Source: an optimization exercise on an open RTL-to-GDS flow (aim: small area and a short achievable clock period). Production flows keep margins and buffers that such runs may drop. RTL that was checked went through simulation tests only; none was proved equivalent to the original. Only the layout flow was run in run 8; the RTL was not checked for function there. Power and IR drop assume default switching activity.

==> design/flow/design.v <==
module PCPU (
	input wire clock,
	input wire [15:0] d_datain,
	input wire enable,
	input wire [15:0] i_datain,
	input wire reset,
	input wire start,
	output wire [15:0] d_addr,
	output wire [15:0] d_dataout,
	output wire d_we,
	output wire [7:0] i_addr,
	output wire [15:0] regi0,
	output wire [15:0] regi1,
	output wire [15:0] regi2,
	output wire [15:0] regi3,
	output wire [15:0] regi4,
	output wire [15:0] regi5,
	output wire [15:0] regi6,
	output wire [15:0] regi7,
	output wire [2:0] wb_addr
);
localparam [4:0] OP_LOAD = 5'b00010, OP_STORE = 5'b00011, OP_MOVI = 5'b00100,
                 OP_SHR  = 5'b00101, OP_CAL   = 5'b00110, OP_CAR  = 5'b00111,
                 OP_ADD  = 5'b01000, OP_ADDI  = 5'b01001, OP_ADDC = 5'b10001,
                 OP_SUB  = 5'b10010, OP_SUBI  = 5'b10011, OP_SUBC = 5'b10100,
                 OP_CMP  = 5'b01100, OP_AND   = 5'b01101, OP_OR   = 5'b01110,
                 OP_XOR  = 5'b01111, OP_JUMP  = 5'b11000, OP_HALT = 5'b00001;
reg        run;                  
reg [7:0]  pc;
reg [4:0]  id_op;
reg [2:0]  id_rd;
reg [7:0]  id_lo;                
reg [7:0]  id_sA, id_sB;         
reg [4:0]  ex_op;
reg [2:0]  ex_rd;
reg        ex_sub;               
reg        ex_usec;              
reg [15:0] reg_A, reg_B, smdr;
reg [3:0]  ex_sh;                
reg        mem_wr, mem_load, mem_fs, mem_halt;
reg [2:0]  mem_rd;
reg        dw, jump;
reg [15:0] reg_C, smdr1;
reg        zf, sf, cf;
reg        wb_wr, wb_halt;
reg [2:0]  wb_rd;
reg [15:0] reg_C1;
reg [15:0] gr [0:7];
assign i_addr    = pc;
assign d_addr    = reg_C;
assign d_dataout = smdr1;
assign d_we      = dw;
assign wb_addr   = wb_rd;
assign regi0 = gr[0];
assign regi1 = gr[1];
assign regi2 = gr[2];
assign regi3 = gr[3];
assign regi4 = gr[4];
assign regi5 = gr[5];
assign regi6 = gr[6];
assign regi7 = gr[7];
wire wb_we = run & wb_wr;
wire [15:0] grn [0:7];           
genvar gi;
generate
	for (gi = 0; gi < 8; gi = gi + 1) begin : g_rf
		assign grn[gi] = (wb_we && wb_rd == gi) ? reg_C1 : gr[gi];
		always @(posedge clock or negedge reset)
			if (!reset) gr[gi] <= 16'd0;
			else        gr[gi] <= grn[gi];
	end
endgenerate
wire [15:0] c1n = mem_load ? d_datain : reg_C;
wire ex_wr = (ex_op == OP_MOVI) || (ex_op == OP_SHR) || (ex_op == OP_CAL) ||
             (ex_op == OP_CAR)  || (ex_op == OP_ADD) || (ex_op == OP_ADDI) ||
             (ex_op == OP_ADDC) || (ex_op == OP_SUB) || (ex_op == OP_SUBI) ||
             (ex_op == OP_SUBC) || (ex_op == OP_AND) || (ex_op == OP_OR) ||
             (ex_op == OP_XOR);
wire ex_fs = (ex_op == OP_ADD)  || (ex_op == OP_ADDI) || (ex_op == OP_ADDC) ||
             (ex_op == OP_SUB)  || (ex_op == OP_SUBI) || (ex_op == OP_SUBC) ||
             (ex_op == OP_CMP);
wire ex_load  = ex_op == OP_LOAD;
wire ex_store = ex_op == OP_STORE;
wire ex_halt  = ex_op == OP_HALT;
wire ex_br    = (ex_op[4:3] == 2'b11) && (ex_op[2:1] != 2'b00);
wire        cin = ex_sub ^ (ex_usec & cf);
wire [15:0] bop = reg_B;
wire [15:0] bx  = bop ^ {16{ex_sub}};
wire [17:0] sum18 = {1'b0, reg_A, 1'b1} + {1'b0, bx, cin};
wire [15:0] sum = sum18[16:1];
wire        cout = sum18[17];
wire        is_cal = ex_op == OP_CAL;
wire        fill   = (ex_op == OP_CAR) & reg_A[15];
wire [3:0]  r  = ex_sh;
wire [15:0] q1 = r[0] ? {reg_A[14:0], reg_A[15]}  : reg_A;
wire [15:0] q2 = r[1] ? {q1[13:0], q1[15:14]}     : q1;
wire [15:0] q3 = r[2] ? {q2[11:0], q2[15:12]}     : q2;
wire [15:0] q4 = r[3] ? {q3[7:0],  q3[15:8]}      : q3;
reg  [15:0] keep;
integer ki;
always @(*)
	for (ki = 0; ki < 16; ki = ki + 1)
		keep[ki] = is_cal ? (ki >= r) : ((r == 4'd0) || (ki < r));
wire [15:0] sh = (q4 & keep) | ({16{fill}} & ~keep);
reg [3:0] lut;
always @(*) begin
	case (ex_op)
		OP_AND:  lut = 4'b1000;
		OP_OR:   lut = 4'b1110;
		OP_XOR:  lut = 4'b0110;
		default: lut = 4'b1010;         
	endcase
end
wire ex_shift = (ex_op == OP_SHR) || (ex_op == OP_CAL) || (ex_op == OP_CAR);
wire ex_logic = (ex_op == OP_AND) || (ex_op == OP_OR) || (ex_op == OP_XOR) || (ex_op == OP_MOVI);
wire [15:0] lg;
genvar bi;
generate
	for (bi = 0; bi < 16; bi = bi + 1) begin : g_lut
		assign lg[bi] = lut[{reg_A[bi], bop[bi]}];
	end
endgenerate
wire ex_arith = ~(ex_logic | ex_shift);
wire [15:0] alu_ns = ex_logic ? lg : sh;        
wire [15:0] alu = ex_arith ? sum : alu_ns;
wire id_rdA = (id_op[4:3] == 2'b11 && id_op[2:1] != 2'b00) ||
              (id_op == OP_ADDI) || (id_op == OP_SUBI) || (id_op == OP_MOVI);
wire id_store = id_op == OP_STORE;
wire id_imm4 = (id_op == OP_LOAD) || (id_op == OP_STORE) || (id_op == OP_MOVI) ||
               (id_op == OP_SHR)  || (id_op == OP_CAL)   || (id_op == OP_CAR);
wire id_imm8 = (id_op[4:3] == 2'b11 && id_op[2:1] != 2'b00) ||
               (id_op == OP_ADDI) || (id_op == OP_SUBI);
wire id_jump = id_op == OP_JUMP;
wire id_rsh  = (id_op == OP_SHR) || (id_op == OP_CAR);
wire [4:0] f_op = i_datain[15:11];
wire f_rdA = (f_op[4:3] == 2'b11 && f_op[2:1] != 2'b00) ||
             (f_op == OP_ADDI) || (f_op == OP_SUBI) || (f_op == OP_MOVI);
wire f_store = f_op == OP_STORE;
wire fA_ex  = ex_wr  && id_sA[ex_rd];
wire fA_mem = mem_wr && id_sA[mem_rd];
wire fB_ex  = ex_wr  && id_sB[ex_rd];
wire fB_mem = mem_wr && id_sB[mem_rd];
reg [15:0] rfA, rfB;
integer ri;
always @(*) begin
	rfA = 16'd0; rfB = 16'd0;
	for (ri = 0; ri < 8; ri = ri + 1) begin
		rfA = rfA | ({16{id_sA[ri]}} & gr[ri]);
		rfB = rfB | ({16{id_sB[ri]}} & gr[ri]);
	end
end
wire [15:0] rA = (fA_ex & ex_arith) ? sum : fA_ex ? alu_ns : fA_mem ? c1n : (wb_we & id_sA[wb_rd]) ? reg_C1 : rfA;
wire [15:0] rB = (fB_ex & ex_arith) ? sum : fB_ex ? alu_ns : fB_mem ? c1n : (wb_we & id_sB[wb_rd]) ? reg_C1 : rfB;
wire id_sub  = (id_op == OP_SUB) || (id_op == OP_SUBI) || (id_op == OP_SUBC) || (id_op == OP_CMP);
wire id_usec = (id_op == OP_ADDC) || (id_op == OP_SUBC);
wire [4:0] i_op = i_datain[15:11];
wire id_load = id_op == OP_LOAD;
wire f_c1 = i_op[4:2] == 3'b001;                                    
wire f_c2 = (i_op == OP_ADD) || (i_op == OP_ADDC) || (i_op == OP_SUB) || (i_op == OP_SUBC) ||
            (i_op == OP_CMP) || (i_op == OP_AND)  || (i_op == OP_OR)  || (i_op == OP_XOR);
wire f_c3 = (i_op == OP_ADDI) || (i_op == OP_SUBI) || (i_op == OP_MOVI);  
wire hz = ((f_c1 | f_c2) & (id_rd == i_datain[6:4])) |
          (f_c2 & (id_rd == i_datain[2:0])) |
          (f_c3 & (id_rd == i_datain[10:8]));
wire kill    = jump | id_jump;                  
wire ld_live = id_load & ~jump;                 
wire f_bub   = kill | (ld_live & hz);           
wire pc_hold = ~run | (ld_live & hz);
wire [7:0] pc_new = jump ? reg_C[7:0] : id_jump ? id_lo : pc + 8'd1;
wire zf_now = mem_fs ? (reg_C == 16'd0) : zf;
reg  cond;
always @(*) begin
	case (ex_op[2:1])
		2'b01:   cond = zf_now;
		2'b10:   cond = sf;
		default: cond = cf;
	endcase
end
always @(posedge clock or negedge reset) begin
	if (!reset) begin
		run <= 1'b1;
		pc <= 8'd0;
		id_op <= 5'd0; id_rd <= 3'd0;
		ex_op <= 5'd0; ex_rd <= 3'd0;
		mem_wr <= 1'b0; mem_load <= 1'b0; mem_fs <= 1'b0; mem_halt <= 1'b0;
		mem_rd <= 3'd0; dw <= 1'b0; jump <= 1'b0;
		zf <= 1'b0; sf <= 1'b0; cf <= 1'b0;
		wb_wr <= 1'b0; wb_halt <= 1'b0; wb_rd <= 3'd0;
	end else begin
		run <= run & ~wb_halt;
		if (!pc_hold) pc <= pc_new;
		if (f_bub) begin
			id_op <= 5'd0; id_rd <= 3'd0;
		end else begin
			id_op <= i_datain[15:11]; id_rd <= i_datain[10:8];
		end
		if (jump || id_jump) begin
			ex_op <= 5'd0; ex_rd <= 3'd0;
		end else begin
			ex_op <= id_op; ex_rd <= id_rd;
		end
		if (jump) begin
			mem_wr <= 1'b0; mem_load <= 1'b0; mem_fs <= 1'b0; mem_halt <= 1'b0;
			mem_rd <= 3'd0;
		end else begin
			mem_wr <= ex_wr | ex_load; mem_load <= ex_load; mem_fs <= ex_fs;
			mem_halt <= ex_halt; mem_rd <= ex_rd;
		end
		if (run) dw <= ex_store & ~jump;
		jump <= ~jump & ex_br & (cond ^ ex_op[0]);
		zf <= zf_now;
		if (ex_fs && !jump) begin
			sf <= alu[15];
			cf <= cout ^ ex_sub;
		end
		wb_wr <= mem_wr; wb_halt <= mem_halt;
		if (run) wb_rd <= mem_rd;
	end
end
always @(posedge clock) begin
	id_lo <= i_datain[7:0];
	id_sA <= 8'd1 << (f_rdA ? i_datain[10:8] : i_datain[6:4]);
	id_sB <= 8'd1 << (f_store ? i_datain[10:8] : i_datain[2:0]);
	reg_A <= rA;
	ex_sh <= id_rsh ? 4'd0 - id_lo[3:0] : id_lo[3:0];
	reg_B <= id_imm4 ? {12'd0, id_lo[3:0]} : id_imm8 ? {8'd0, id_lo} : rB;
	smdr  <= rB;
	ex_sub  <= id_sub;
	ex_usec <= id_usec;
	if (run) begin
		reg_C <= alu;
		smdr1 <= smdr;
	end
	reg_C1 <= c1n;
end
endmodule
==> design/flow/flow/run.sh <==
#!/bin/bash
# Standard layout (the standard.sh) with two changes: the port buffers use
# the smallest buffer cell, and the clock tree is built with larger sink
# clusters and no dummy loads. Each tool's output is in standard.log and in
# orfs/logs/.
set -euo pipefail
export BUFFER_PORTS_ARGS="-buffer_cell sky130_fd_sc_hd__buf_1"
export CTS_ARGS="-sink_clustering_enable -repair_clock_nets -dont_use_dummy_load -sink_clustering_size 25 -sink_clustering_max_diameter 80"
bash standard.sh > standard.log 2>&1
==> design/flow/standard.sh <==
#!/bin/bash
# synth_recipe.tcl (not shown) runs the flow's synth.tcl, then flattens the netlist and writes it again
# the make line also repeats each setting of config.mk as NAME=value (left out here)
make -C /OpenROAD-flow-scripts/flow DESIGN_CONFIG=/design/flow/config.mk WORK_HOME=/design/flow/orfs CLKGATE_MAP_FILE= SYNTH_SCRIPT=/design/flow/synth_recipe.tcl "${@:-finish}"
==> design/flow/config.mk <==
export PLATFORM = sky130hd
export DESIGN_NAME = PCPU
export DESIGN_NICKNAME = PCPU
export VERILOG_FILES = /design/flow/design.v
export SDC_FILE = /design/flow/constraint.sdc
export NUM_CORES = 4
export LEC_CHECK = 0
export CAP_MARGIN = 20
export CORE_MARGIN = 2
export CORE_UTILIZATION = 50
export SETUP_SLACK_MARGIN = 3.4
export SLEW_MARGIN = 20
==> design/flow/constraint.sdc <==
create_clock -name core_clock -period 6.0 [get_ports {clock}]
set_input_delay 1.2000 -clock core_clock [delete_from_list [all_inputs] [get_ports {clock}]]
set_output_delay 1.2000 -clock core_clock [all_outputs]
set_load 0.01 [all_outputs]
==> impl_metrics.toml, run 1 <==
[floorplanning]
die_y_um = 185
start_util = 0.505
coreArea_um2 = 32300
core.rowCount = 66
pin_count = 208
die_w_um = 185
die_area_um2 = 34100

[synth]
synth_cell_types = 83
ys_seq_area_frac = 0.435
yosys_warnings = 2
synth.cell_area_um2 = 16300
synth.avg_cell_area_um2 = 10.7
yosys.area.top_type = "dfrtp_1"
synthCells = 1527
yosysTopAreaCellShare = 0.259
synth_seq_cells = 296
synthTopCellsByArea = "dfrtp_1, mux2_2, dfxtp_1"
synth_edf_count = 32
synth_nets = 1585
async_reset_ff_frac = 0.574
ys.flop_type = "dfrtp_1"

[timing]
rsz0062_at_grt = "true"
relSlewSlack = 0.260
skew_ns = 0.0505
setup-violations-final = 0
period_needed_ns = 2.73
fin_crit_sh = 0.455
fmax_mhz = 367
worst_pin_slew_ns = 1.11
fin_setup_tns_ns = 0
hold_viol_final = 0
finalMaxSlewViolations = 0

[cts]
ctsHtreeMaxLevel = 1
cts_root_buf = "clkbuf_16"
clk_path_buf_depth = 3
hold_buffers = 0
cts_tree = "done"
clkSinkCount = 296
worstSkewPairLatency_ns = 0.53
path_clk_slew_ns = 0.09
cts_buffers = 16

[final_layout]
syn_to_final_growth_pct = 19.4
final_cell_mix = "buf_1, mux2_2, dfrtp_1, buf_4, nor2_1"
finalCoreUtilization = 0.603
final_common_cell = "buf_1"
final_layout_size_suffix_gt1_frac = 0.275
diodes = 0
instances_no_fill = 2181
nets = 1799

[hold_path]
min_from = "wb_halt"
hold_path.class = "flip-flop to flip-flop"

[power]
p_leak_uw = 0.00804
clkPwrFrac = 0.193
swShare = 0.364
pwr_density_cell_nw_per_um2 = 298
pwr-share-seq = 0.429
p_int_uw = 3690
power_uw = 5810
p_comb_frac = 0.378
vdd_ir_drop_max_mv = 0.197
power_switching_uw = 2110

[critical_path]
required_ns = 6.37
end_kind = "flip-flop"
cp-start-kind = "flip-flop"
crit_type = "flip-flop to flip-flop"
worstReg2RegStart = "ex_sub"
cp-startpoint = "ex_sub"
crit_fanout = 10
worstPathArrival_ns = 3.10

[place]
dp_hpwl_mm = 38.8
port_buffers = 205
placed_cells = 2080
gp_congestion = 0.939

[global_route]
grt_use_met1 = 0.443
grt_max_degree = 171
grtUsageMet2 = 0.526
overflow = 0
grt_pass1_wl_mm = 85.2
grt_antenna_before_repair = 0
busiest_layer = "met2"
grt_use_met3 = 0.0719
grt_use_total = 0.334
grt_pass1_vias = 13400

[drt]
routed_wl_mm = 58.2
route.vias.total = 14200
drc = 0
drtIter0Drc = 1390
ant_nets = 0
wl_per_cell_um = 26.7
firstDrtPassIters = 5
routed_via_density = 6.52

[job]
max_cap_viol_count = 0

[status]
status = "timing/DRC/antenna clean"
-- state kept, by name, indices dropped and copies added (netlist names), 3 cells and up --
signal and flops:
ex_sh 4, pc 8, reg_B 16, id_op 5
smdr 16, id_sB 8, ex_op 5, gr 128
reg_A 16, smdr1 16, id_rd 3, reg_C 16
id_sA 8, wb_rd 3, reg_C1 16, id_lo 8
mem_rd 3, ex_rd 3
-- synthesized netlist by cell type, types with 6 or more instances --
library cell / instances
o21a_1: 13
xor2_1: 37
ha_1: 21
a22oi_1: 76
and2_1: 17
buf_1: 17
a22o_1: 30
and3_1: 6
nor3b_1: 19
a21oi_1: 79
a311o_1: 8
nand2b_1: 11
nor2_1: 97
dfrtp_1: 169
xnor2_1: 16
nand3_1: 20
o21ai_0: 62
nor2b_1: 15
inv_1: 23
a31oi_1: 7
mux2_2: 170
mux4_2: 23
clkbuf_2: 7
a211o_1: 7
clkbuf_1: 83
o31ai_1: 8
o22ai_1: 8
dfxtp_1: 94
a221oi_1: 29
mux2i_1: 50
edfxtp_1: 32
o211ai_1: 13
a21o_1: 6
nand2_1: 74
or3_1: 6
mux4_1: 9
a2bb2oi_1: 7
nor3_1: 18
buf_2: 19
nand4_1: 25
a211oi_1: 13
-- worst paths after layout --
path | to | slack (ns) | depth (start not counted)
max | reg_A[15] | 3.27 | 11
min | run | 0.36 | 1
max reg2reg | reg_A[15] | 3.27 | 11
min reg2reg | run | 0.36 | 1
max in group asynchronous | ex_op[1] | 4.29 | 2
min in group asynchronous | gr[2][7] | 0.86 | 2
-- power groups by stage --
stage	sequential, µW	combinational [µW]	clock [µW]
4_1_cts	2470	1880	1140
6_report	2490	2200	1120
5_1_grt	2510	2340	1220
3_3_place_gp	2510	1570	0
2_1_floorplan	2350	1250	0
3_5_place_dp	2510	1580	0
-- area by class of cell --
class / instances / area, µm²
Clock buffer: 16 / 400
Fill cell: 2737 / 12800
Inverter: 23 / 86.3
Multi-Input combinational cell: 1080 / 9390
Sequential cell: 296 / 7140
Tap cell: 442 / 553
Timing Repair Buffer: 324 / 1890
-- logic make-up (layout without fill, tap and decap cells) --
group,count (synthesis),in the layout,share of synthesized area
fa+ha+maj,22,22,0.0173
simple gates,339,339,0.106
compound gates,413,414,0.180
flops,296,296,0.435
mux,252,252,0.194
buf+inv,152,363,0.0384
xor+xnor,53,53,0.0285
-- layer usage --
layer  wire length, µm  up-vias  share of wire
met1             22700     7051           0.39
met4              3440        0          0.059
met5                 0        -              0
li1                  -     6180              -
met3              5500      202          0.095
met2             26600      788           0.46
-- critical path: stages, from the launching register on --
cell	delay [ns]
dfxtp_4	0.41
buf_6	0.13
buf_12	0.14
xor2_2	0.17
ha_1	0.31
a21o_1	0.16
a211o_1	0.29
nor2_2	0.13
a21oi_2	0.08
xor2_2	0.19
mux2_4	0.30
mux2_4	0.27
-- repair_timing --
action / in CTS / in global routing
gates resized for setup: 102 / 92
buffers inserted: 43 / 38
pin swaps: 31 / 38
endpoints found under the setup margin: 120 / 67
cloned: 3 / 1
-- through the flow --
stage	instance area, µm²	setup WS [ns]	hold slack, ns
CTS	18700	3.26	0.364
floorplan	16400	3.32	0.331
finish	19500	3.27	0.363
global placement	17400	2.36	0.334
global route	19500	3.20	0.393
detailed placement	17500	2.29	0.342
==> run 2, diff against run 1 <==
--- a/design/flow/config.mk
+++ b/design/flow/config.mk
@@ -10,2 +10,3 @@
 export CORE_UTILIZATION = 50
+export PLACE_DENSITY = 0.9
 export SETUP_SLACK_MARGIN = 3.4
==> impl_metrics.toml, run 2 <==
[critical_path]
worstPathArrival_ns = 3.09
crit_type = "flip-flop to flip-flop"
path_cells = "buf_12 > xor2_4 > ha_4 > or3_1 > a211o_1 > a31oi_4 > a31oi_4 > a21boi_2 > xor2_2 > mux2i_1"
worst-path-buf-inv = 1
crit_fanout = 5
end_kind = "flip-flop"
max_stage_delay_ns = 0.38
required_ns = 6.26
rrSetupSlack_ns = 3.17
cp_slowest_cell = "dfxtp_4"
path_delay_family = "compound AO/OA/AOI/OAI gates"
cp-start-kind = "flip-flop"
crit_top_cell = "a31oi_4"

[synth]
synth.most_common_cell = "mux2_2"
async_reset_ff_frac = 0.574
synth_edf_count = 32
synth.avg_cell_area_um2 = 10.7
yosysTopAreaCellShare = 0.259
ys.flop_type = "dfrtp_1"
synth_seq_cells = 296
synth_nets = 1585
synth.cell_area_um2 = 16300
synthCells = 1527
yosys_warnings = 2
synth_cell_types = 83
synthTopCellsByArea = "dfrtp_1, mux2_2, dfxtp_1"
yosys.area.top_type = "dfrtp_1"
ys_seq_area_frac = 0.435
yosys-top-cells-count = "mux2_2, dfrtp_1, nor2_1"

[global_route]
grt_use_total = 0.327
grt_max_degree = 132
overflow = 0
grt_pass1_vias = 14200
grt_pass1_wl_mm = 85.0
grt_antenna_before_repair = 1

[timing]
setup-violations-final = 0
period_needed_ns = 2.83
fmax_mhz = 353
hold_viol_final = 0
skew_ns = 0.0601
rsz0062_at_grt = "true"
finalMaxSlewViolations = 0
worst_pin_slew_ns = 0.957
fin_crit_sh = 0.472
fin_setup_tns_ns = 0
holdWs_ns = 0.355
relSlewSlack = 0.362

[cts]
cts_buffers = 17
hold_buffers = 0
clkSinkCount = 296
ctsHtreeMaxLevel = 1
path_clk_slew_ns = 0.10
worstSkewPairLatency_ns = 0.52
cts_tree = "done"
cts_root_buf = "clkbuf_16"
clk_path_buf_depth = 3

[drt]
ant_nets = 0
routed_via_density = 6.89
drc = 0
firstDrtPassIters = 6
route.vias.total = 14800
wl_per_cell_um = 27.1
drtIter0Drc = 2008
routed_wl_mm = 58.3

[final_layout]
final_common_cell = "buf_1"
largest_register_ffs = 128
final_layout_size_suffix_gt1_frac = 0.272
nets = 1769
largest-register = "gr"
final_cell_mix = "buf_1, mux2_2, dfrtp_1, nor2_1, dfxtp_1"
fin_area_um2 = 19300
syn_to_final_growth_pct = 18.6

[floorplanning]
core.rowCount = 66
die_area_um2 = 34100
start_util = 0.505
die_y_um = 185
die_w_um = 185
pin_count = 208
coreArea_um2 = 32300

[power]
p_leak_uw = 0.00785
pwr_density_cell_nw_per_um2 = 304
vdd_ir_drop_max_mv = 0.208
power_uw = 5880

[hold_path]
hold_path.class = "flip-flop to flip-flop"

[place]
gp_congestion = 1.03
place_area_um2 = 17300
port_buffers = 205
dp_hpwl_mm = 38.3

[status]
status = "timing/DRC/antenna clean"

[job]
max_cap_viol_count = 0
run 2: where the power goes:
| part | total (µW) | switching [µW] | internal [µW] |
|---|---|---|---|
| clock network | 1150 | 645 | 508 |
| logic | 2200 | 1210 | 990 |
| registers | 2520 | 318 | 2210 |
run 2: repair_timing:
action / CTS / global route
pin swaps: 39 / 21
resized for setup: 123 / 86
buffers inserted: 39 / 28
gates cloned: 3 / 1
setup endpoints to repair: 200 / 88
run 2: kinds of logic (layout without fill, tap and decap cells):
family / after synthesis / in the layout / share of synthesized area
simple gates: 339 / 339 / 0.106
compound gates: 413 / 413 / 0.180
buf+inv: 152 / 334 / 0.0384
other cells: 0 / 1 / 0
flops: 296 / 296 / 0.435
fa+ha+maj: 22 / 22 / 0.0173
xor+xnor: 53 / 53 / 0.0285
mux: 252 / 252 / 0.194
run 2: per-layer routing:
layer | up-vias | track usage | wire, µm
met1 | 7119 | 0.412 | 20300
li1 | 6121 | - | -
met4 | 0 | 0.196 | 4150
met3 | 348 | 0.0889 | 7780
met2 | 1248 | 0.504 | 26100
met5 | - | 0 | 0
run 2: cell type report:
type	count	area, µm²
fillers	2450	13000
diodes	1	2.50
multi-input cells	1079	9420
well taps	442	553
inverters	23	86.3
repair buffers	294	1690
clock buffers	17	425
flip-flops and latches	296	7150
run 2: worst paths after layout:
path | startpoint | cells after the start | endpoint
min in group asynchronous | reset | 1 | wb_wr
min | mem_halt | 0 | wb_halt
max in group asynchronous | reset | 2 | gr[0][6]
min reg2reg | mem_halt | 0 | wb_halt
max reg2reg | ex_sub | 10 | reg_C[14]
max | ex_sub | 10 | reg_C[14]
run 2: metrics by stage:
step / worst slack [ns] / instances / utilization
2_1_floorplan: 3.32 / 1527 / -
3_3_place_gp: 2.74 / 2063 / 0.537
3_5_place_dp: 2.71 / 2063 / 0.537
4_1_cts: 3.22 / 2122 / 0.579
5_1_grt: 3.09 / 2151 / 0.599
6_report: 3.17 / 2152 / 0.599
==> run 3, diff against run 2 <==
--- a/design/flow/config.mk
+++ b/design/flow/config.mk
@@ -10,3 +10,3 @@
 export CORE_UTILIZATION = 50
-export PLACE_DENSITY = 0.9
+export PLACE_DENSITY = 0.75
 export SETUP_SLACK_MARGIN = 3.4
==> impl_metrics.toml, run 3 <==
[global_route]
grt_pass1_wl_mm = 82.9
busiest_layer = "met2"
grt_antenna_before_repair = 0
grt_use_met3 = 0.0786
overflow = 0
grt_pass1_vias = 13600
grt_use_total = 0.320
grtUsageMet2 = 0.513
grt_use_met1 = 0.411
grt_max_degree = 171

[drt]
ant_nets = 0
wl_per_cell_um = 26.1
drtIter0Drc = 1548
route.vias.total = 14300
routed_via_density = 6.65
drc = 0
firstDrtPassIters = 6
routed_wl_mm = 56.1

[power]
p_comb_frac = 0.364
pwr-share-seq = 0.441
p_int_uw = 3600
p_leak_uw = 0.00783
clkPwrFrac = 0.195
pwr_density_cell_nw_per_um2 = 298
power_uw = 5670
swShare = 0.365
power_switching_uw = 2070
vdd_ir_drop_max_mv = 0.216

[critical_path]
worst-path-buf-inv = 2
crit_type = "flip-flop to flip-flop"
path_cells = "buf_12 > buf_8 > mux4_2 > mux4_2 > nand2_2 > mux2i_2 > a211o_1 > a2bb2oi_2 > mux2_4"
cp_slowest_cell = "mux4_2"
end_kind = "flip-flop"
max_stage_delay_ns = 0.54
crit_fanout = 6
crit_top_cell = "mux4_2"
path_delay_family = "multiplexers"
cp-start-kind = "flip-flop"
worstPathArrival_ns = 3.12
required_ns = 6.39

[synth]
synth.avg_cell_area_um2 = 10.7
yosys.area.top_type = "dfrtp_1"
synth.most_common_cell = "mux2_2"
synth_nets = 1585
yosys_warnings = 2
synthCells = 1527
synth.cell_area_um2 = 16300
synth_edf_count = 32
ys.flop_type = "dfrtp_1"
synthTopCellsByArea = "dfrtp_1, mux2_2, dfxtp_1"
yosys-top-cells-count = "mux2_2, dfrtp_1, nor2_1"
async_reset_ff_frac = 0.574
ys_seq_area_frac = 0.435
synth_seq_cells = 296
yosysTopAreaCellShare = 0.259
synth_cell_types = 83

[timing]
fmax_mhz = 366
worst_pin_slew_ns = 0.952
period_needed_ns = 2.73
fin_crit_sh = 0.455
finalMaxSlewViolations = 0
holdWs_ns = 0.360
rsz0062_at_grt = "true"
setup-violations-final = 0
hold_viol_final = 0
skew_ns = 0.0466
relSlewSlack = 0.366
fin_setup_tns_ns = 0

[cts]
cts_root_buf = "clkbuf_16"
cts_buffers = 16
worstSkewPairLatency_ns = 0.51
path_clk_slew_ns = 0.10
ctsHtreeMaxLevel = 1
clk_path_buf_depth = 3
clkSinkCount = 296
cts_tree = "done"
hold_buffers = 0

[place]
placed_cells = 2072
gp_congestion = 0.993
dp_hpwl_mm = 37.8
port_buffers = 205

[final_layout]
final_layout_size_suffix_gt1_frac = 0.263
diodes = 0
final_cell_mix = "buf_1, mux2_2, dfrtp_1, nor2_1, dfxtp_1"
largest-register = "gr"
largest_register_ffs = 128
syn_to_final_growth_pct = 16.7
nets = 1766
instances_no_fill = 2148
final_common_cell = "buf_1"
finalCoreUtilization = 0.589

[floorplanning]
start_util = 0.505
die_w_um = 185
die_y_um = 185
die_area_um2 = 34100
coreArea_um2 = 32300
core.rowCount = 66
pin_count = 208

[hold_path]
hold_path.class = "flip-flop to flip-flop"

[job]
max_cap_viol_count = 0

[status]
status = "timing/DRC/antenna clean"
[run 3: cell families (layout without fill, tap and decap cells)]
group                      count (synthesis)  in the layout  share of synthesized area
AOI/OAI and AO/OA                        413            413                      0.180
and+or+nand+nor                          339            339                      0.106
DFF                                      296            296                      0.435
muxes                                    252            252                      0.194
buffers and inverters                    152            331                     0.0384
xor gates and xnor gates                  53             53                     0.0285
adders and majority gates                 22             22                     0.0173
[run 3: power by group through the flow]
| stage | clock (µW) | sequential (µW) | combinational [µW] |
|---|---|---|---|
| after detailed placement | 0 | 2520 | 1560 |
| after global routing | 1190 | 2520 | 2180 |
| after global placement | 0 | 2520 | 1540 |
| final | 1100 | 2500 | 2070 |
| after floorplan | 0 | 2350 | 1250 |
| after CTS | 1110 | 2480 | 1820 |
[run 3: stage by stage]
step / setup slack [ns] / cell area, µm²
floorplan: 3.32 / 16400
global placement: 2.44 / 17400
detailed placement: 2.41 / 17400
CTS: 3.31 / 18600
global route: 3.22 / 19000
finish: 3.27 / 19000
[run 3: final cells by class]
cell class / instances / area, µm²
Inverter: 23 / 86.3
Tap cell: 442 / 553
Timing Repair Buffer: 292 / 1590
Fill cell: 2684 / 13300
Multi-Input combinational cell: 1079 / 9250
Clock buffer: 16 / 400
Sequential cell: 296 / 7150
[run 3: path summary, 6_finish.rpt]
path                          start         to  slack, ns  cells past startpoint
max                        ex_sh[0]   reg_B[2]       3.27                      9
min                         wb_halt        run       0.36                      1
max reg2reg                ex_sh[0]   reg_B[2]       3.27                      9
min reg2reg                 wb_halt        run       0.36                      1
max in group asynchronous     reset   ex_op[1]       4.27                      2
min in group asynchronous     reset  gr[5][11]       0.84                      2
[run 3: layer usage]
layer	wire length, µm	vias to the layer above	part of all wire
met1	21000	7052	0.38
met2	26100	925	0.47
met4	2850	0	0.051
met3	6060	200	0.11
li1	-	6116	-
met5	0	-	0
[run 3: timing repair]
item / CTS / global route
resized for setup: 111 / 81
setup buffers: 43 / 15
cloned: 2 / 0
pin swaps: 28 / 30
endpoints found under the setup margin: 101 / 102
==> run 4, diff against run 3 <==
--- a/design/flow/flow/run.sh
+++ b/design/flow/flow/run.sh
@@ -8,2 +8,3 @@
 export CTS_ARGS="-sink_clustering_enable -repair_clock_nets -dont_use_dummy_load -sink_clustering_size 25 -sink_clustering_max_diameter 80"
+export ADDER_MAP_FILE=
 bash standard.sh > standard.log 2>&1
==> impl_metrics.toml, run 4 <==
[timing]
holdWs_ns = 0.358
rsz0062_at_grt = "true"
period_needed_ns = 2.68
fin_crit_sh = 0.446
fmax_mhz = 374
fin_setup_tns_ns = 0
relSlewSlack = 0.350
worst_pin_slew_ns = 0.975
finalMaxSlewViolations = 0
setup-violations-final = 0
worst_slack_ns = 3.32
skew_ns = 0.0684
hold_viol_final = 0

[critical_path]
cp_slowest_cell = "dfxtp_2"
worst-path-buf-inv = 0
crit_fanout = 19
end_kind = "flip-flop"
path_delay_family = "multiplexers"
worstRegToRegCells = 7
crit_type = "flip-flop to flip-flop"
max_stage_delay_ns = 0.71
crit_end = "reg_B[0]"
worstPathArrival_ns = 3.08
path_depth = 7
path_cells = "mux4_2 > mux2i_1 > nor2b_4 > nor2_1 > a211oi_1 > a21oi_1 > mux2_2"
cp-startpoint = "id_sB[2]"
required_ns = 6.41
worstReg2RegStart = "id_sB[2]"
cp-start-kind = "flip-flop"
r2r_end = "reg_B[0]"
rrSetupSlack_ns = 3.32

[place]
dp_hpwl_mm = 37.6
gp_congestion = 0.935
place_area_um2 = 18100
preCtsSetupSlack_ns = 2.23
port_buffers = 205

[final_layout]
fillerInstances = 2785
diodes = 0
largest-register = "gr"
syn_to_final_growth_pct = 15.2
final_common_cell = "buf_1"
finalCoreUtilization = 0.581
fin_area_um2 = 19900
nets = 1920
largest_register_ffs = 128
final_cell_mix = "buf_1, dfrtp_1, mux2_2, a22oi_1, nor2_1"
final_layout_size_suffix_gt1_frac = 0.248

[cts]
clkSinkCount = 296
worstSkewPairLatency_ns = 0.52
hold_buffers = 0
cts_tree = "done"
cts_root_buf = "clkbuf_16"
clk_path_buf_depth = 3
cts_buffers = 16
ctsHtreeMaxLevel = 1
path_clk_slew_ns = 0.09

[global_route]
grt_pass1_wl_mm = 85.1
grt_max_degree = 171
overflow = 0
grt_use_total = 0.300
grt_antenna_before_repair = 0
grt_pass1_vias = 14700

[floorplanning]
die_area_um2 = 36100
die_y_um = 190
start_util = 0.504
pin_count = 208
core.rowCount = 68
coreArea_um2 = 34300
die_w_um = 190

[synth]
async_reset_ff_frac = 0.574
synth.most_common_cell = "dfrtp_1"
yosys-top-cells-count = "dfrtp_1, mux2_2, a22oi_1"
synth.avg_cell_area_um2 = 10.0
synth_nets = 1759
synth_seq_cells = 296
synthCells = 1723
ys_seq_area_frac = 0.411
synth.cell_area_um2 = 17300
synth_edf_count = 32
ys.flop_type = "dfrtp_1"
synth_cell_types = 99
yosys.area.top_type = "dfrtp_1"
yosysTopAreaCellShare = 0.245
yosys_warnings = 2
synthTopCellsByArea = "dfrtp_1, dfxtp_1, mux2_2"

[power]
p_leak_uw = 0.00784
pwr_density_cell_nw_per_um2 = 257
vdd_ir_drop_max_mv = 0.207

[drt]
ant_nets = 0
drtIter0Drc = 1976
wl_per_cell_um = 24.6
firstDrtPassIters = 6
route.vias.total = 15500
drc = 0
routed_via_density = 6.65
routed_wl_mm = 57.4

[hold_path]
hold_path.class = "flip-flop to flip-flop"

[job]
max_cap_viol_count = 0

[status]
status = "timing/DRC/antenna clean"
[run 4: changes by cell type after synthesis, sizes merged, moves of 12 or more]
cell,change
nor2,+15
ha,-21
a22oi,+49
o21ai,+12
nand2,+26
a221oi,-16
inv,+21
xnor2,+31
mux2i,+17
a21oi,+18
a22o,-25
buf,+24
[run 4: routing by layer]
metal,vias up,share of wire,GRT usage
met5,-,0,0
li1,6706,-,-
met2,1020,0.47,0.493
met3,246,0.098,0.0590
met1,7574,0.38,0.379
met4,0,0.060,0.149
[run 4: final cells by class]
type	count	area, µm²	share of cell area
Clock buffer	16	400	0.0201
Inverter	46	180	0.00905
Multi-Input combinational cell	1224	9840	0.494
Sequential cell	296	7210	0.362
Tap cell	455	569	0.0286
Timing Repair Buffer	299	1710	0.0858
Timing Repair inverter	1	7.51	0.000377
[run 4: cell families (layout without fill, tap and decap cells)]
logic type | after synthesis | count (layout) | share of synthesized area
simple gates | 409 | 411 | 0.119
fa+ha+maj | 11 | 11 | 0.00637
buf+inv | 205 | 362 | 0.0515
compound gates | 465 | 465 | 0.187
flops | 296 | 296 | 0.411
xor+xnor | 78 | 78 | 0.0420
mux | 259 | 259 | 0.183
[run 4: power breakdown]
| part | switching, µW | internal, µW |
|---|---|---|
| registers | 284 | 2160 |
| logic | 876 | 683 |
| clock network | 628 | 480 |
| total | 1790 | 3320 |
[run 4: how the worst min path moves through the flow]
stage / start / endpoint / slack [ns] / cells past startpoint
final: mem_halt / wb_halt / 0.36 / 0
after detailed placement: mem_halt / wb_halt / 0.35 / 0
after CTS: mem_halt / wb_halt / 0.36 / 0
after global placement: mem_halt / wb_halt / 0.33 / 0
after global routing: mem_halt / wb_halt / 0.38 / 0
after floorplan: mem_halt / wb_halt / 0.33 / 0
[run 4: per-stage QoR]
| stage | power [µW] | std cells |
|---|---|---|
| finish | 5110 | 2337 |
| global route | 5310 | 2337 |
| CTS | 4900 | 2298 |
| detailed placement | 3680 | 2238 |
| global placement | 3650 | 2238 |
| floorplan | 3350 | 1723 |
[run 4: timing repair]
action,in CTS,in global routing
setup endpoints to repair,174,72
pin swaps,21,27
cloned,5,3
resized for setup,105,86
setup buffers,39,36
endpoints found under the hold margin,0,0
==> run 5, diff against run 4 <==
--- a/design/flow/flow/run.sh
+++ b/design/flow/flow/run.sh
@@ -8,3 +8,2 @@
 export CTS_ARGS="-sink_clustering_enable -repair_clock_nets -dont_use_dummy_load -sink_clustering_size 25 -sink_clustering_max_diameter 80"
-export ADDER_MAP_FILE=
 bash standard.sh > standard.log 2>&1
--- a/design/flow/config.mk
+++ b/design/flow/config.mk
@@ -11,3 +11,3 @@
 export PLACE_DENSITY = 0.75
-export SETUP_SLACK_MARGIN = 3.4
+export SETUP_SLACK_MARGIN = 3.6
 export SLEW_MARGIN = 20
==> impl_metrics.toml, run 5 <==
[drt]
dr_wl_met3_mm = 6.20
drc = 0
m1WireLength_mm = 21.3
wl_per_cell_um = 26.3
routed_via_density = 6.66
routed-wl-met2_mm = 26.2
route.vias.total = 14500
routed_wl_mm = 57.2
drtIter0Drc = 1705
ant_nets = 0
firstDrtPassIters = 6
top_layer = "met4"

[floorplanning]
start_util = 0.505
core.rowCount = 66
coreArea_um2 = 32300
die_area_um2 = 34100
pin_count = 208
die_y_um = 185
die_w_um = 185

[power]
pwr_density_cell_nw_per_um2 = 298
vdd_ir_drop_max_mv = 0.260
p_leak_uw = 0.00805

[timing]
skew_ns = 0.0476
setup-violations-final = 0
period_needed_ns = 2.91
rsz0062_at_grt = "true"
worst_pin_slew_ns = 0.972
relSlewSlack = 0.352
fmax_mhz = 344
worst_slack_ns = 3.09
hold_viol_final = 0
finalMaxSlewViolations = 0
fin_setup_tns_ns = 0
fin_crit_sh = 0.485

[critical_path]
r2r_end = "cf"
rrSetupSlack_ns = 3.09
crit_fanout = 5
cp-startpoint = "ex_sub"
end_kind = "flip-flop"
worstReg2RegStart = "ex_sub"
worstPathArrival_ns = 3.33
worstRegToRegCells = 11
crit_type = "flip-flop to flip-flop"
cp-start-kind = "flip-flop"
required_ns = 6.41

[cts]
cts_root_buf = "clkbuf_16"
hold_buffers = 0
clk_path_buf_depth = 3
cts_buffers = 16
clkSinkCount = 296
ctsHtreeMaxLevel = 1
worstSkewPairLatency_ns = 0.52
path_clk_slew_ns = 0.10
cts_tree = "done"

[place]
place_area_um2 = 17500
dp_hpwl_mm = 38.0
port_buffers = 205
preCtsSetupSlack_ns = 2.54
gp_congestion = 0.989

[hold_path]
holdPathStages = 0
min_from = "mem_halt"
whs_endpoint = "wb_halt"
hold_path.class = "flip-flop to flip-flop"

[final_layout]
final_layout_size_suffix_gt1_frac = 0.290
largest_register_ffs = 128
final_cell_mix = "buf_1, mux2_2, dfrtp_1, nor2_1, buf_4"
finalCoreUtilization = 0.605
syn_to_final_growth_pct = 19.8
largest-register = "gr"
final_common_cell = "buf_1"
fin_area_um2 = 19500
nets = 1792

[synth]
synth_nets = 1585
synthCells = 1527
synth.avg_cell_area_um2 = 10.7
yosys-top-cells-count = "mux2_2, dfrtp_1, nor2_1"
yosys.area.top_type = "dfrtp_1"
synth.cell_area_um2 = 16300
synth_cell_types = 83
synthTopCellsByArea = "dfrtp_1, mux2_2, dfxtp_1"
ys.flop_type = "dfrtp_1"
synth_seq_cells = 296
synth.most_common_cell = "mux2_2"
yosys_warnings = 2
ys_seq_area_frac = 0.435
synth_edf_count = 32
async_reset_ff_frac = 0.574
yosysTopAreaCellShare = 0.259

[global_route]
grt_pass1_wl_mm = 84.1
grt_max_degree = 171
grt_antenna_before_repair = 1
overflow = 0
grt_pass1_vias = 13800
grt_use_total = 0.326

[job]
max_cap_viol_count = 0

[status]
status = "timing/DRC/antenna clean"
-- run 5: worst max-delay path by stage --
| stage | end | slack (ns) |
|---|---|---|
| floorplan | reg_C[14] | 3.32 |
| global placement | reg_B[5] | 2.62 |
| detailed placement | pc[0] | 2.54 |
| CTS | reg_C[14] | 3.11 |
| global route | reg_A[15] | 3.03 |
| finish | cf | 3.09 |
-- run 5: logic make-up (layout without fill, tap and decap cells) --
group | count (synthesis) | count (layout) | share of synthesized area
simple gates | 339 | 339 | 0.106
fa+ha+maj | 22 | 22 | 0.0173
other cells | 0 | 1 | 0
mux | 252 | 252 | 0.194
flops | 296 | 296 | 0.435
compound gates | 413 | 413 | 0.180
buf+inv | 152 | 357 | 0.0384
xor+xnor | 53 | 53 | 0.0285
-- run 5: what timing repair did --
action | in CTS | in global routing
endpoints found under the setup margin | 183 | 88
gates resized for setup | 142 | 78
setup buffers | 61 | 22
pin swaps | 42 | 34
gates cloned | 2 | 0
-- run 5: report_power, final --
group | leakage [µW] | internal, µW | switching, µW | total [µW]
Combinational | 0.00446 | 996 | 1220 | 2210
Clock | 0.000197 | 480 | 627 | 1110
Sequential | 0.00339 | 2210 | 284 | 2490
Total | 0.00805 | 3680 | 2130 | 5810
-- run 5: metal layers --
metal,global-route usage,up-vias
li1,-,6178
met1,0.421,7130
met2,0.512,945
met3,0.0690,224
met4,0.182,0
met5,0,-
-- run 5: final cells by class --
cell class / instances / area, µm²
Fill cell: 2616 / 12800
Tap cell: 442 / 553
Antenna cell: 1 / 2.50
Sequential cell: 296 / 7150
Inverter: 23 / 86.3
Timing Repair Buffer: 318 / 1860
Clock buffer: 16 / 400
Multi-Input combinational cell: 1079 / 9470
-- run 5: through the flow --
| step | total power (µW) | hold slack, ns | std cells |
|---|---|---|---|
| final | 5810 | 0.368 | 2175 |
| after global placement | 4090 | 0.335 | 2073 |
| after floorplan | 3610 | 0.331 | 1527 |
| after detailed placement | 4120 | 0.350 | 2073 |
| after CTS | 5540 | 0.370 | 2152 |
| after global routing | 6030 | 0.376 | 2174 |
-- run 5: worst max-delay path: stages (launching register included) --
cell	delay [ns]
dfxtp_4	0.40
buf_12	0.16
xor2_4	0.19
ha_4	0.17
or3_1	0.36
a211o_1	0.31
a31oi_4	0.26
a31oi_4	0.16
buf_4	0.17
a211oi_4	0.32
xor2_2	0.23
o21ai_1	0.08
==> run 6, diff against run 5 <==
--- a/design/flow/config.mk
+++ b/design/flow/config.mk
@@ -10,4 +10,3 @@
 export CORE_UTILIZATION = 50
-export PLACE_DENSITY = 0.75
-export SETUP_SLACK_MARGIN = 3.6
+export SETUP_SLACK_MARGIN = 3.7
 export SLEW_MARGIN = 20
==> impl_metrics.toml, run 6 <==
[final_layout]
final_layout_size_suffix_gt1_frac = 0.399
fillerInstances = 2647
largest-register = "gr"
seq_area_um2 = 7130
multi_input_area_um2 = 9660
largest_register_ffs = 128
final_common_cell = "buf_4"
final_cell_mix = "buf_4, mux2_2, dfrtp_1, buf_1, dfxtp_1"
nets = 1936
syn_to_final_growth_pct = 28.9

[timing]
hold_viol_final = 0
worst_slack_ns = 3.19
setup-violations-final = 0
fin_crit_sh = 0.468
relSlewSlack = 0.303
skew_ns = 0.0371
fmax_mhz = 356
finalMaxSlewViolations = 0
fin_setup_tns_ns = 0
period_needed_ns = 2.81
rsz0062_at_grt = "true"
worst_pin_slew_ns = 1.05

[critical_path]
worstPathArrival_ns = 3.24
r2r_end = "smdr[15]"
required_ns = 6.44
worstRegToRegCells = 11
worstReg2RegStart = "ex_sub"
crit_type = "flip-flop to flip-flop"
end_kind = "flip-flop"
crit_fanout = 8
cp-start-kind = "flip-flop"
rrSetupSlack_ns = 3.19

[floorplanning]
pin_count = 208
start_util = 0.505
coreArea_um2 = 32300
die_area_um2 = 34100
core.rowCount = 66
die_y_um = 185
die_w_um = 185

[synth]
synthTopCellsByArea = "dfrtp_1, mux2_2, dfxtp_1"
yosys.area.top_type = "dfrtp_1"
yosys.area_share.simple = 0.106
yosys_warnings = 2
async_reset_ff_frac = 0.574
ys_seq_area_frac = 0.435
synth_compound_area_frac = 0.180
synth_edf_count = 32
yosys-top-cells-count = "mux2_2, dfrtp_1, nor2_1"
synth_nets = 1585
synthCells = 1527
synth-xor-area-share = 0.0285
synthMuxAreaShare = 0.194
yosysTopAreaCellShare = 0.259
synth.avg_cell_area_um2 = 10.7
synth.cell_area_um2 = 16300
synthAdderAreaFrac = 0.0173
synth_seq_cells = 296
ys.flop_type = "dfrtp_1"
synth_top_family_by_area = "multiplexers"
synth_cell_types = 83
synth.most_common_cell = "mux2_2"

[global_route]
overflow = 0
grt_pass1_wl_mm = 89.3
grt_pass1_vias = 14000
grt_max_degree = 171
grt_antenna_before_repair = 1
grt_use_total = 0.353

[power]
pwr_density_cell_nw_per_um2 = 279
vdd_ir_drop_max_mv = 0.203
p_leak_uw = 0.00924

[place]
dp_hpwl_mm = 39.6
gp_congestion = 0.961
preCtsSetupSlack_ns = 2.26
port_buffers = 205

[cts]
cts_root_buf = "clkbuf_16"
clkSinkCount = 296
path_clk_slew_ns = 0.10
cts_tree = "done"
worstSkewPairLatency_ns = 0.52
cts_buffers = 16
clk_path_buf_depth = 3
hold_buffers = 0
ctsHtreeMaxLevel = 1

[drt]
route.vias.total = 14900
drc = 0
routed_via_density = 6.43
firstDrtPassIters = 6
drtIter0Drc = 1658
ant_nets = 0
wl_per_cell_um = 26.7
routed_wl_mm = 61.8

[status]
status = "timing/DRC/antenna clean"

[hold_path]
hold_path.class = "flip-flop to flip-flop"
min_from = "mem_halt"
whs_endpoint = "wb_halt"
holdPathStages = 0

[job]
max_cap_viol_count = 0
==> run 6: cell count changes in the layout (fill, tap and decap cells not counted), moves of 5 or more <==
cell,delta
buf_1,-86
clkbuf_2,+25
mux2i_4,+6
a211oi_2,+5
dfxtp_4,-5
buf_6,+31
buf_2,+43
buf_4,+133
==> run 6: worst max-delay path by stage <==
stage / from / endpoint / slack (ns)
after floorplan: ex_sub / reg_C[14] / 3.32
after global placement: ex_sub / smdr[15] / 2.29
after detailed placement: ex_sub / smdr[15] / 2.26
after CTS: ex_sub / reg_A[15] / 3.22
after global routing: ex_sub / reg_A[11] / 3.13
final: ex_sub / smdr[15] / 3.19
==> run 6: power breakdown <==
part | leakage [µW] | internal, µW | switching, µW
clock | 0.000197 | 481 | 652
sequential | 0.00338 | 2210 | 269
combinational | 0.00566 | 1010 | 1250
==> run 6: layout make-up <==
cell class,count,area share
diodes,1,0.000119
clock buffers,16,0.0191
inverters,23,0.00411
multi-input cells,1079,0.460
flip-flops and latches,296,0.340
well taps,442,0.0263
repair buffers,462,0.151
==> run 6: logic make-up after synthesis <==
kind of cell | Yosys count
xor gates and xnor gates | 53
and+or+nand+nor | 339
AOI/OAI and AO/OA | 413
buffers and inverters | 152
adders and majority gates | 22
DFF | 296
muxes | 252
==> run 6: per-layer routing <==
metal | wire [µm] | global-route usage | vias to the layer above
met1 | 24400 | 0.467 | 7375
met2 | 28200 | 0.549 | 861
met3 | 5630 | 0.0676 | 212
met5 | 0 | 0 | -
li1 | - | - | 6471
met4 | 3650 | 0.191 | 0
==> run 6: critical path, stage by stage, from the launching register on <==
cell,delay [ns]
dfxtp_4,0.41
buf_4,0.16
xor2_2,0.17
fa_2,0.38
nor2b_4,0.12
o31a_1,0.27
o211ai_1,0.14
buf_4,0.18
a21oi_4,0.15
xor2_2,0.31
mux2_4,0.26
o21a_1,0.20
==> run 6: per-stage QoR <==
stage          cells  power [µW]  hold WS [ns]  utilization  cell area, µm²
6_report        2319        5870         0.357        0.651           21000
5_1_grt         2319        6080         0.371        0.651           21000
4_1_cts         2239        5650         0.359        0.616           19900
3_5_place_dp    2081        4160         0.340        0.546           17600
3_3_place_gp    2081        4130         0.333        0.546           17600
2_1_floorplan   1527        3630         0.331            -           16600
==> run 6: repair_timing <==
action                     4_1_cts  5_1_grt
resized for setup              219      146
setup buffers                  141       79
pin swaps                       48       31
setup endpoints to repair      264      170
cloned                           1        0
==> run 7, diff against run 6 <==
--- a/design/flow/config.mk
+++ b/design/flow/config.mk
@@ -10,3 +10,3 @@
 export CORE_UTILIZATION = 50
-export SETUP_SLACK_MARGIN = 3.7
+export SETUP_SLACK_MARGIN = 3.2
 export SLEW_MARGIN = 20
==> impl_metrics.toml, run 7 <==
[status]
status = "timing/DRC/antenna clean"

[drt]
drc = 0
wl_per_cell_um = 26.5
m1WireLength_mm = 22.5
drtIter0Drc = 1412
routed-wl-met2_mm = 26.4
route.vias.total = 13900
routed_wl_mm = 56.8
ant_nets = 0
top_layer = "met5"
dr_wl_met3_mm = 5.36
firstDrtPassIters = 6
routed_via_density = 6.50

[final_layout]
largest_register_ffs = 128
syn_to_final_growth_pct = 14.9
final_cell_mix = "buf_1, mux2_2, dfrtp_1, nor2_1, dfxtp_1"
finalCoreUtilization = 0.580
nets = 1760
diodes = 0
largest-register = "gr"
final_common_cell = "buf_1"
final_layout_size_suffix_gt1_frac = 0.234

[synth]
yosys-top-cells-count = "mux2_2, dfrtp_1, nor2_1"
synth.cell_area_um2 = 16300
async_reset_ff_frac = 0.574
synth_nets = 1585
synthTopCellsByArea = "dfrtp_1, mux2_2, dfxtp_1"
synth.avg_cell_area_um2 = 10.7
ys_seq_area_frac = 0.435
synth_edf_count = 32
synth_cell_types = 83
synthCells = 1527
synth.most_common_cell = "mux2_2"
ys.flop_type = "dfrtp_1"
synth_seq_cells = 296
yosys_warnings = 2
yosysTopAreaCellShare = 0.259
yosys.area.top_type = "dfrtp_1"

[timing]
rsz0062_at_grt = "true"
fmax_mhz = 343
setup-violations-final = 0
hold_viol_final = 0
period_needed_ns = 2.92
relSlewSlack = 0.359
finalMaxSlewViolations = 0
worst_pin_slew_ns = 0.962
holdWs_ns = 0.358
skew_ns = 0.0785
fin_setup_tns_ns = 0
fin_crit_sh = 0.486

[critical_path]
end_kind = "flip-flop"
rrSetupSlack_ns = 3.08
worstRegToRegCells = 11
worstPathArrival_ns = 3.15
crit_fanout = 6
crit_type = "flip-flop to flip-flop"
cp-start-kind = "flip-flop"
required_ns = 6.23

[power]
pwr_density_cell_nw_per_um2 = 302
p_leak_uw = 0.00775
vdd_ir_drop_max_mv = 0.170

[global_route]
overflow = 0
grt_antenna_before_repair = 1
grt_pass1_wl_mm = 83.4
grt_pass1_vias = 13100
grt_use_total = 0.325
grt_max_degree = 156

[floorplanning]
core.rowCount = 66
die_y_um = 185
die_area_um2 = 34100
die_w_um = 185
coreArea_um2 = 32300
pin_count = 208
start_util = 0.505

[cts]
path_clk_slew_ns = 0.10
clk_path_buf_depth = 3
cts_root_buf = "clkbuf_16"
cts_tree = "done"
cts_buffers = 19
hold_buffers = 0
ctsHtreeMaxLevel = 1
clkSinkCount = 296
worstSkewPairLatency_ns = 0.53

[place]
port_buffers = 205
dp_hpwl_mm = 38.7
gp_congestion = 0.957

[hold_path]
hold_path.class = "flip-flop to flip-flop"
holdPathStages = 0

[job]
max_cap_viol_count = 0
[run 7: power by group]
group          leakage [µW]  switching (µW)  internal [µW]
Combinational       0.00412            1080            859
Clock              0.000234             656            564
Sequential          0.00340             281           2210
[run 7: final cells by class]
type	count	area (µm²)
tap	442	553
fill	2816	13600
clock buffer	19	475
multi-input combinational	1079	9030
inverter	23	86.3
timing repair buffer	283	1470
sequential	296	7120
[run 7: metal layers]
metal / track usage / up-vias
li1: - / 6096
met1: 0.431 / 6906
met2: 0.521 / 741
met3: 0.0694 / 172
met4: 0.127 / 2
met5: 0 / -
[run 7: final timing paths]
kind / from / end
max: ex_sub / reg_C[14]
min: mem_halt / wb_halt
max reg2reg: ex_sub / reg_C[14]
min reg2reg: mem_halt / wb_halt
max in group asynchronous: reset / gr[2][11]
min in group asynchronous: reset / ex_op[1]
[run 7: critical path, stage by stage (launching register included)]
cell      delay [ns]
dfxtp_4         0.38
buf_12          0.14
buf_8           0.12
xor2_2          0.14
ha_2            0.20
or3_1           0.30
a211o_1         0.29
a31oi_4         0.25
a31oi_4         0.17
a21boi_2        0.21
xor2_2          0.28
mux2i_1         0.13
[run 7: cells by family after synthesis]
group	Yosys count	synth area share
buffers and inverters	152	0.0384
muxes	252	0.194
adders and majority gates	22	0.0173
and+or+nand+nor	339	0.106
AOI/OAI and AO/OA	413	0.180
DFF	296	0.435
xor gates and xnor gates	53	0.0285
[run 7: repair_timing]
item,CTS,global route
buffers inserted,17,23
pin swaps,18,28
setup endpoints to repair,93,68
cloned,1,0
gates resized for setup,65,60
[run 7: stage by stage]
stage	power [µW]	std cells	instance area [µm²]	setup WS, ns
2_1_floorplan	3570	1527	16300	3.14
3_3_place_gp	4040	2082	17400	2.75
3_5_place_dp	4070	2082	17400	2.70
4_1_cts	5450	2119	18300	3.07
5_1_grt	5890	2142	18700	3.01
6_report	5650	2142	18700	3.08
==> run 8, diff against run 7 <==
--- a/design/flow/design.v
+++ b/design/flow/design.v
@@ -87,3 +87,3 @@
 wire [15:0] bop = reg_B;
-wire [15:0] bx  = bop ^ {16{ex_sub}};
+wire [15:0] bx  = bop;                  
 wire [17:0] sum18 = {1'b0, reg_A, 1'b1} + {1'b0, bx, cin};
@@ -225,3 +225,3 @@
 	ex_sh <= id_rsh ? 4'd0 - id_lo[3:0] : id_lo[3:0];
-	reg_B <= id_imm4 ? {12'd0, id_lo[3:0]} : id_imm8 ? {8'd0, id_lo} : rB;
+	reg_B <= (id_imm4 ? {12'd0, id_lo[3:0]} : id_imm8 ? {8'd0, id_lo} : rB) ^ {16{id_sub}};
 	smdr  <= rB;
--- a/design/flow/config.mk
+++ b/design/flow/config.mk
@@ -10,3 +10,3 @@
 export CORE_UTILIZATION = 50
-export SETUP_SLACK_MARGIN = 3.2
+export SETUP_SLACK_MARGIN = 3.4
 export SLEW_MARGIN = 20
==> impl_metrics.toml, run 8 <==
[global_route]
grt_use_total = 0.316
overflow = 0
grt_max_degree = 171
grt_pass1_vias = 13600
grt_antenna_before_repair = 1
grt_pass1_wl_mm = 85.1

[synth]
synth.avg_cell_area_um2 = 10.5
synth.most_common_cell = "dfrtp_1"
yosys-top-cells-count = "dfrtp_1, mux2_2, a22oi_1"
synth_cell_types = 92
synthCells = 1583
synth_seq_cells = 296
async_reset_ff_frac = 0.574
synth_nets = 1641
ys_seq_area_frac = 0.427
ys.flop_type = "dfrtp_1"
yosys_warnings = 2
synth.cell_area_um2 = 16600
yosys.area.top_type = "dfrtp_1"
synth_edf_count = 32
synthTopCellsByArea = "dfrtp_1, dfxtp_1, mux2_2"
yosysTopAreaCellShare = 0.254

[final_layout]
largest_register_ffs = 128
largest-register = "gr"
final_layout_size_suffix_gt1_frac = 0.257
fillerInstances = 2820
final_cell_mix = "buf_1, dfrtp_1, mux2_2, a22oi_1, nor2_1"
syn_to_final_growth_pct = 16.4
nets = 1847
final_common_cell = "buf_1"
diodes = 0
fin_area_um2 = 19400

[cts]
path_clk_slew_ns = 0.10
clkSinkCount = 296
worstSkewPairLatency_ns = 0.52
hold_buffers = 0
cts_tree = "done"
clk_path_buf_depth = 3
ctsHtreeMaxLevel = 1
cts_buffers = 17
cts_root_buf = "clkbuf_16"

[timing]
worst_pin_slew_ns = 1.07
period_needed_ns = 2.90
skew_ns = 0.0524
fmax_mhz = 345
setup-violations-final = 0
relSlewSlack = 0.288
fin_crit_sh = 0.483
finalMaxSlewViolations = 0
fin_setup_tns_ns = 0
rsz0062_at_grt = "true"
hold_viol_final = 0

[critical_path]
path_cells = "a21bo_2 > and2_4 > fa_2 > nor2b_2 > o31a_1 > buf_4 > o2111ai_1 > a21o_1 > a221oi_4 > o21a_1 > a21oi_1 > a31oi_1"
crit_type = "flip-flop to flip-flop"
end_kind = "flip-flop"
required_ns = 6.44
max_stage_delay_ns = 0.42
crit_fanout = 6
path_delay_family = "compound AO/OA/AOI/OAI gates"
worst-path-buf-inv = 1
cp-start-kind = "flip-flop"
worstPathArrival_ns = 3.34
cp_slowest_cell = "dfrtp_1"

[floorplanning]
die_area_um2 = 34800
core.rowCount = 66
pin_count = 208
die_w_um = 186
start_util = 0.510
coreArea_um2 = 32600
die_y_um = 186

[place]
port_buffers = 205
place_area_um2 = 17600
gp_congestion = 0.923
dp_hpwl_mm = 38.3

[drt]
firstDrtPassIters = 6
wl_per_cell_um = 25.8
drc = 0
routed_wl_mm = 57.4
ant_nets = 0
route.vias.total = 14300
drtIter0Drc = 1326
routed_via_density = 6.42

[power]
pwr_density_cell_nw_per_um2 = 320
vdd_ir_drop_max_mv = 0.291
p_leak_uw = 0.00785
power_uw = 6190

[hold_path]
hold_path.class = "flip-flop to flip-flop"

[status]
status = "timing/DRC/antenna clean"

[job]
max_cap_viol_count = 0
[run 8: cell families (layout without fill, tap and decap cells)]
kind of cell	count (synthesis)	in the layout	share of synthesized area
flops	296	296	0.427
compound gates	418	418	0.180
simple gates	376	377	0.114
mux	256	256	0.188
buf+inv	156	359	0.0433
fa+ha+maj	22	22	0.0170
xor+xnor	59	59	0.0310
[run 8: worst paths after layout]
kind	start	to	slack (ns)	cells past startpoint
worst max-delay path	cf	reg_B[15]	3.10	12
worst min-delay path	mem_halt	wb_halt	0.36	0
worst max register to register	cf	reg_B[15]	3.10	12
worst min register to register	mem_halt	wb_halt	0.36	0
max in group asynchronous	reset	cf	4.37	2
min in group asynchronous	reset	gr[1][3]	0.81	2
[run 8: through the flow]
stage,util,std cells,setup WS (ns),hold slack (ns)
finish,0.594,2229,3.10,0.356
global route,0.594,2229,3.04,0.375
floorplan,-,1583,3.28,0.331
CTS,0.578,2197,3.17,0.356
global placement,0.541,2133,2.72,0.333
detailed placement,0.541,2133,2.71,0.335
[run 8: worst register-to-register path, stage by stage, from the launching register on]
cell	delay (ns)
dfrtp_1	0.42
a21bo_2	0.22
and2_4	0.14
fa_2	0.36
nor2b_2	0.15
o31a_1	0.30
buf_4	0.17
o2111ai_1	0.17
a21o_1	0.25
a221oi_4	0.27
o21a_1	0.21
a21oi_1	0.08
a31oi_1	0.14
[run 8: metal layers]
metal / routed length, µm / track usage / part of all wire / vias up
met1: 23400 / 0.427 / 0.41 / 7071
met2: 26500 / 0.508 / 0.46 / 731
met3: 4790 / 0.0493 / 0.083 / 167
met5: 13 / 0 / 0.00023 / -
met4: 2730 / 0.129 / 0.048 / 2
li1: - / - / - / 6349
[run 8: final cells by class]
class,instances,area (µm²),share of cell area
clock buffers,17,425,0.0220
inverters,29,113,0.00581
multi-input cells,1132,9290,0.479
flip-flops and latches,296,7140,0.368
well taps,442,553,0.0285
repair buffers,313,1860,0.0959
[run 8: repair_timing]
item	4_1_cts	5_1_grt
buffers inserted	44	30
endpoints found under the setup margin	145	67
pin swaps	41	33
cloned	3	2
resized for setup	88	60
[run 8: power breakdown]
part           internal, µW  switching, µW  total, µW
clock                   509            649       1160
sequential             2240            328       2570
combinational          1100           1360       2460
==> run 9, diff against run 8 <==
--- a/design/flow/design.v
+++ b/design/flow/design.v
@@ -36,3 +36,3 @@
 reg        ex_sub;               
-reg        ex_usec;              
+reg        ex_ci_c, ex_ci_n, ex_ci_1;  
 reg [15:0] reg_A, reg_B, smdr;
@@ -85,3 +85,3 @@
 wire ex_br    = (ex_op[4:3] == 2'b11) && (ex_op[2:1] != 2'b00);
-wire        cin = ex_sub ^ (ex_usec & cf);
+wire        cin = (ex_ci_c & cf) | (ex_ci_n & ~cf) | ex_ci_1;
 wire [15:0] bop = reg_B;
@@ -228,3 +228,5 @@
 	ex_sub  <= id_sub;
-	ex_usec <= id_usec;
+	ex_ci_c <= id_usec & ~id_sub;
+	ex_ci_n <= id_usec & id_sub;
+	ex_ci_1 <= id_sub & ~id_usec;
 	if (run) begin
--- a/design/flow/config.mk
+++ b/design/flow/config.mk
@@ -10,2 +10,3 @@
 export CORE_UTILIZATION = 50
+export PLACE_DENSITY = 0.7
 export SETUP_SLACK_MARGIN = 3.4
==> impl_metrics.toml, run 9 <==
[synth]
yosys.area.top_type = "dfrtp_1"
synth.most_common_cell = "dfrtp_1"
synth_seq_cells = 298
synth_cell_types = 80
synth.avg_cell_area_um2 = 10.6
yosys-top-cells-count = "dfrtp_1, mux2_2, a22oi_1"
synthTopCellsByArea = "dfrtp_1, dfxtp_1, mux2_2"
ys_seq_area_frac = 0.440
synth.cell_area_um2 = 16200
yosysTopAreaCellShare = 0.261
async_reset_ff_frac = 0.570
synthCells = 1529
synth_edf_count = 32
ys.flop_type = "dfrtp_1"
synth_nets = 1587
yosys_warnings = 2

[timing]
worst_pin_slew_ns = 1.17
fin_setup_tns_ns = 0
relSlewSlack = 0.217
setup-violations-final = 0
finalMaxSlewViolations = 0
fmax_mhz = 377
holdWs_ns = 0.359
period_needed_ns = 2.65
skew_ns = 0.0551
rsz0062_at_grt = "true"
fin_crit_sh = 0.442
worst_slack_ns = 3.35
hold_viol_final = 0

[critical_path]
crit_type = "flip-flop to flip-flop"
crit_fanout = 10
cp-start-kind = "flip-flop"
end_kind = "flip-flop"
required_ns = 6.32
worstRegToRegCells = 10
worstPathArrival_ns = 2.98

[floorplanning]
pin_count = 208
die_area_um2 = 33900
die_y_um = 184
core.rowCount = 65
coreArea_um2 = 31700
die_w_um = 184
start_util = 0.511

[cts]
clkSinkCount = 298
cts_tree = "done"
clk_path_buf_depth = 3
cts_buffers = 19
cts_root_buf = "clkbuf_16"
hold_buffers = 0
ctsHtreeMaxLevel = 1
worstSkewPairLatency_ns = 0.53
path_clk_slew_ns = 0.09

[final_layout]
final_cell_mix = "buf_1, mux2_2, dfrtp_1, a22oi_1, nor2_1"
largest-register = "gr"
final_common_cell = "buf_1"
final_layout_size_suffix_gt1_frac = 0.250
diodes = 0
nets = 1777
finalCoreUtilization = 0.596
syn_to_final_growth_pct = 16.5
largest_register_ffs = 128

[drt]
firstDrtPassIters = 5
routed_wl_mm = 53.7
wl_per_cell_um = 25.4
routed_via_density = 6.60
ant_nets = 0
drc = 0
drtIter0Drc = 1377
route.vias.total = 14000

[global_route]
grt_antenna_before_repair = 0
grt_pass1_wl_mm = 80.5
overflow = 0
grt_max_degree = 171
grt_pass1_vias = 13400
grt_use_total = 0.310

[hold_path]
hold_path.class = "flip-flop to flip-flop"
holdPathStages = 1

[job]
max_cap_viol_count = 0

[power]
power_uw = 5980
pwr_density_cell_nw_per_um2 = 317
p_leak_uw = 0.00780
vdd_ir_drop_max_mv = 0.220

[place]
gp_congestion = 0.937
dp_hpwl_mm = 35.3
port_buffers = 205
preCtsSetupSlack_ns = 2.54

[status]
status = "timing/DRC/antenna clean"
==> run 9: cell count changes after synthesis, moves of 7 or more <==
cell	delta
buf_2	-23
clkbuf_1	+27
buf_6	-8
a22oi_1	-15
o21ai_0	+7
a31oi_1	+21
buf_1	-8
mux4_1	+10
o22ai_1	-9
nand2_1	-18
xnor2_1	-12
==> run 9: area by class of cell <==
| cell class | instances | area, µm² |
|---|---|---|
| Multi-Input combinational cell | 1077 | 8960 |
| Tap cell | 402 | 503 |
| Timing Repair Buffer | 289 | 1620 |
| Fill cell | 2686 | 12800 |
| Inverter | 34 | 128 |
| Sequential cell | 298 | 7200 |
| Clock buffer | 19 | 475 |
==> run 9: final timing paths <==
path                          start        to  slack [ns]
setup / recovery           ex_op[4]  reg_B[6]        3.35
setup reg to reg           ex_op[4]  reg_B[6]        3.35
hold / removal              wb_halt       run        0.36
min in group asynchronous     reset  gr[3][0]        0.87
max in group asynchronous     reset  ex_op[3]        4.43
hold reg to reg             wb_halt       run        0.36
==> run 9: power by group <==
| part | switching, µW | total, µW | internal, µW |
|---|---|---|---|
| Combinational | 1210 | 2160 | 949 |
| Sequential | 314 | 2590 | 2280 |
| Clock | 665 | 1230 | 564 |
==> run 9: metrics by stage <==
stage	area [µm²]	cells
after detailed placement	17200	2041
after floorplan	16300	1529
final	18900	2119
after CTS	18400	2098
after global routing	18900	2119
after global placement	17200	2041
==> run 9: kinds of logic after synthesis <==
| kind of cell | after synthesis | share of synthesized area |
|---|---|---|
| buffers and inverters | 154 | 0.0392 |
| multiplexers | 268 | 0.205 |
| XOR/XNOR | 47 | 0.0254 |
| AO/OA/AOI/OAI | 413 | 0.174 |
| adder cells (fa/ha/maj) | 22 | 0.0174 |
| AND/OR/NAND/NOR | 327 | 0.0987 |
| flip-flops | 298 | 0.440 |
==> run 9: routing by layer <==
metal,wire length (µm),vias up,track usage,part of all wire
met4,2620,0,0.129,0.049
met1,21000,6915,0.403,0.39
met5,0,-,0,0
met3,4960,187,0.0628,0.092
li1,-,6124,-,-
met2,25100,766,0.508,0.47
==> run 9: worst max-delay path: stages (launching register included) <==
cell,delay (ns)
dfrtp_2,0.48
buf_4,0.17
nor3b_4,0.26
buf_4,0.19
a31oi_1,0.11
o221ai_1,0.21
mux2i_1,0.36
o221a_2,0.31
o21a_4,0.16
a22oi_2,0.06
xnor2_1,0.15
==> run 9: repair_timing <==
item,in CTS,in global routing
resized for setup,93,91
pin swaps,24,21
cloned,2,1
setup endpoints to repair,125,66
endpoints found under the hold margin,0,0
setup buffers,36,20

Check on run 9: ideal ports give 3.345 ns setup slack; a clkbuf_16 on the clock port and buf_2 on the inputs give 3.345 ns; moving port delays by the midpoint clock arrival (0.558 ns) as well gives 2.987 ns.
